Source: an optimization exercise on an open RTL-to-GDS flow (aim: a short achievable clock period and few clock cycles). Production flows keep margins and buffers that such runs may drop.
At most, simulation tests tie the RTL to the original design; equivalence was not proved.
The flow treats the clock pin as an ideal source, which a real chip does not have.

Setup of run C:
Design msprocessor, start of the top module:
module msprocessor(clk,RESET,RUN,MemAddr,MemRData,MemWE,MemWData);
For scale: roughly 36 I/O pins, roughly 0.058 mm2 of cells after synthesis.
==> flow/config.mk <==
export PLATFORM = sky130hd
export DESIGN_NAME = msprocessor
export DESIGN_NICKNAME = msprocessor
export VERILOG_FILES = /design/flow/design.v
export SDC_FILE = /design/flow/constraint.sdc
export NUM_CORES = 4
export LEC_CHECK = 0
export CAP_MARGIN = 20
export CORE_MARGIN = 2
export CORE_UTILIZATION = 55
export PLACE_DENSITY = 0.7
export SETUP_SLACK_MARGIN = 4.4
export SLEW_MARGIN = 20
==> flow/constraint.sdc <==
create_clock -name core_clock -period 7.5 [get_ports {clk}]
set_input_delay 1.5000 -clock core_clock [delete_from_list [all_inputs] [get_ports {clk}]]
set_output_delay 1.5000 -clock core_clock [all_outputs]
set_load 0.01 [all_outputs]
standard.sh (not shown) runs the stock make flow with config.mk's settings and CLKGATE_MAP_FILE= SYNTH_SCRIPT=/design/flow/synth_recipe.tcl, a recipe that flattens the netlist after the stock synthesis.
==> flow/flow/run.sh <==
#!/bin/bash
# The standard layout, with one step added after clock tree synthesis:
# flow/fix_io.tcl removes the buffers that placement left on the RUN -> MemWE
# path (between the port buffers). Everything else is the standard flow.
set -euo pipefail
export POST_CTS_TCL="$PWD/flow/fix_io.tcl"
bash standard.sh > standard.log 2>&1
==> flow/flow/fix_io.tcl <==
# Run after clock tree synthesis (POST_CTS_TCL). The only path from an input
# port to an output port is RUN -> MemWE (MemWE = store & RUN). Buffers that
# placement put between RUN's input buffer and the AND gate only add delay on
# it; remove them, keeping the port buffers at both ends.
set pe [find_timing_paths -from [get_ports RUN] -to [get_ports MemWE] -path_delay max]
set insts {}
foreach pt [get_property $pe points] {
  set pin [get_property $pt pin]
  set inst [get_cells -quiet -of_objects $pin]
  if { $inst eq "" } { continue }
  set name [get_full_name $inst]
  if { [lsearch -exact $insts $name] < 0 } { lappend insts $name }
}
puts "fix_io: RUN -> MemWE goes through $insts"
set extra {}
foreach name [lrange $insts 1 end-1] {
  set ref [get_property [get_cells $name] ref_name]
  if { [regexp {__(buf|clkbuf|dlygate|clkdlybuf)} $ref] } { lappend extra $name }
}
if { [llength $extra] > 0 } {
  puts "fix_io: removing $extra"
  remove_buffers [get_cells $extra]
}
report_checks -from [get_ports RUN] -to [get_ports MemWE]
For run E, these inputs were changed with respect to run C:
diff --git a/flow/config.mk b/flow/config.mk
--- a/flow/config.mk
+++ b/flow/config.mk
@@ -7,6 +7,7 @@
 export LEC_CHECK = 0
+export ABC_CLOCK_PERIOD_IN_PS = 3000
 export CAP_MARGIN = 20
 export CORE_MARGIN = 2
-export CORE_UTILIZATION = 55
-export PLACE_DENSITY = 0.7
+export CORE_UTILIZATION = 40
+export PLACE_DENSITY = 0.6
 export SETUP_SLACK_MARGIN = 4.4
--- outcome ---
The flow did not stop early for run E: all stages ran, and the layout cleared the timing, design-rule and antenna checks. Cells: run E has more instances than run C. Compared run C against run E; register bit count reported by yosys within noise. Fmax: run E lower than run C.
No run of this note included a check of the RTL's function; only the layout flow was run.

msprocessor, a different RTL version from the one above (not shown whole).
For scale: about 970 cells after synthesis, roughly 140 flip-flops, about 36 I/O pins, roughly 9800 sq um of cells after synthesis.
clock: 7.5 ns
lec_check: 0
abc_clock_period_in_ps: 3000
cap_margin: 20
core_margin: 2
core_utilization: 40
place_density: 0.6
setup_slack_margin: 4.4
slew_margin: 20
run.sh (not shown) runs the stock make flow with config.mk's settings and CLKGATE_MAP_FILE= SYNTH_SCRIPT=/design/flow/synth_recipe.tcl, a recipe that flattens the netlist after the stock synthesis.
Stock flow here: none of the scripts above is used.
The baseline produced a clean layout.
Testbench counts at the start, summed over its fixed seeds: cycles 14,335.
Edit:
- ABC_CLOCK_PERIOD_IN_PS: 3000 -> unset
- SETUP_SLACK_MARGIN: 4.4 -> unset
Effect:
- The new run completed with no timing, DRC or antenna violations
- clock-buffer cell count grows by 4
- via count shrinks by roughly a tenth
- synthesized area does not change
- routed wire length fell by roughly a tenth
- clock skew is about the same
- setup slack loses 1.2 ns
- die area is unchanged

[afterwards: timing with drivers on the ports]
The flow's constraints put no driver on any port. The routed layouts listed below were extracted and timed again, unchanged, in two steps. Step 1 assumes that a clkbuf_16 drives the clock port and a buf_2 every other input. Step 2, shift: input delay + t, output delay - t, t = (earliest + latest rising clock arrival at the registers) / 2. This alone moves slack from input paths to output paths. a / b / c = ideal / step 1 / step 2; a / b = the first two.
run	t (ns)	slack for setup (ns)	worst setup path after step 2	clock arrival spread, ns
run C	0.794	3.538 / 3.538 / 2.897	input to register	0.041 / 0.041
run E	0.813	3.487 / 3.487 / 2.976	input to register	0.052 / 0.052
the first run of note 2	0.478	4.174 / 4.133 / 3.866	input to register	0.014 / 0.014
the second run of note 2	0.477	3.021 / 3.049 / 2.572	input to register	0.012 / 0.012
After both steps setup and hold are still met in every run listed. The setup slack of run C, which loses most, moves by 0.000 ns with the drivers and by -0.641 ns with both steps.
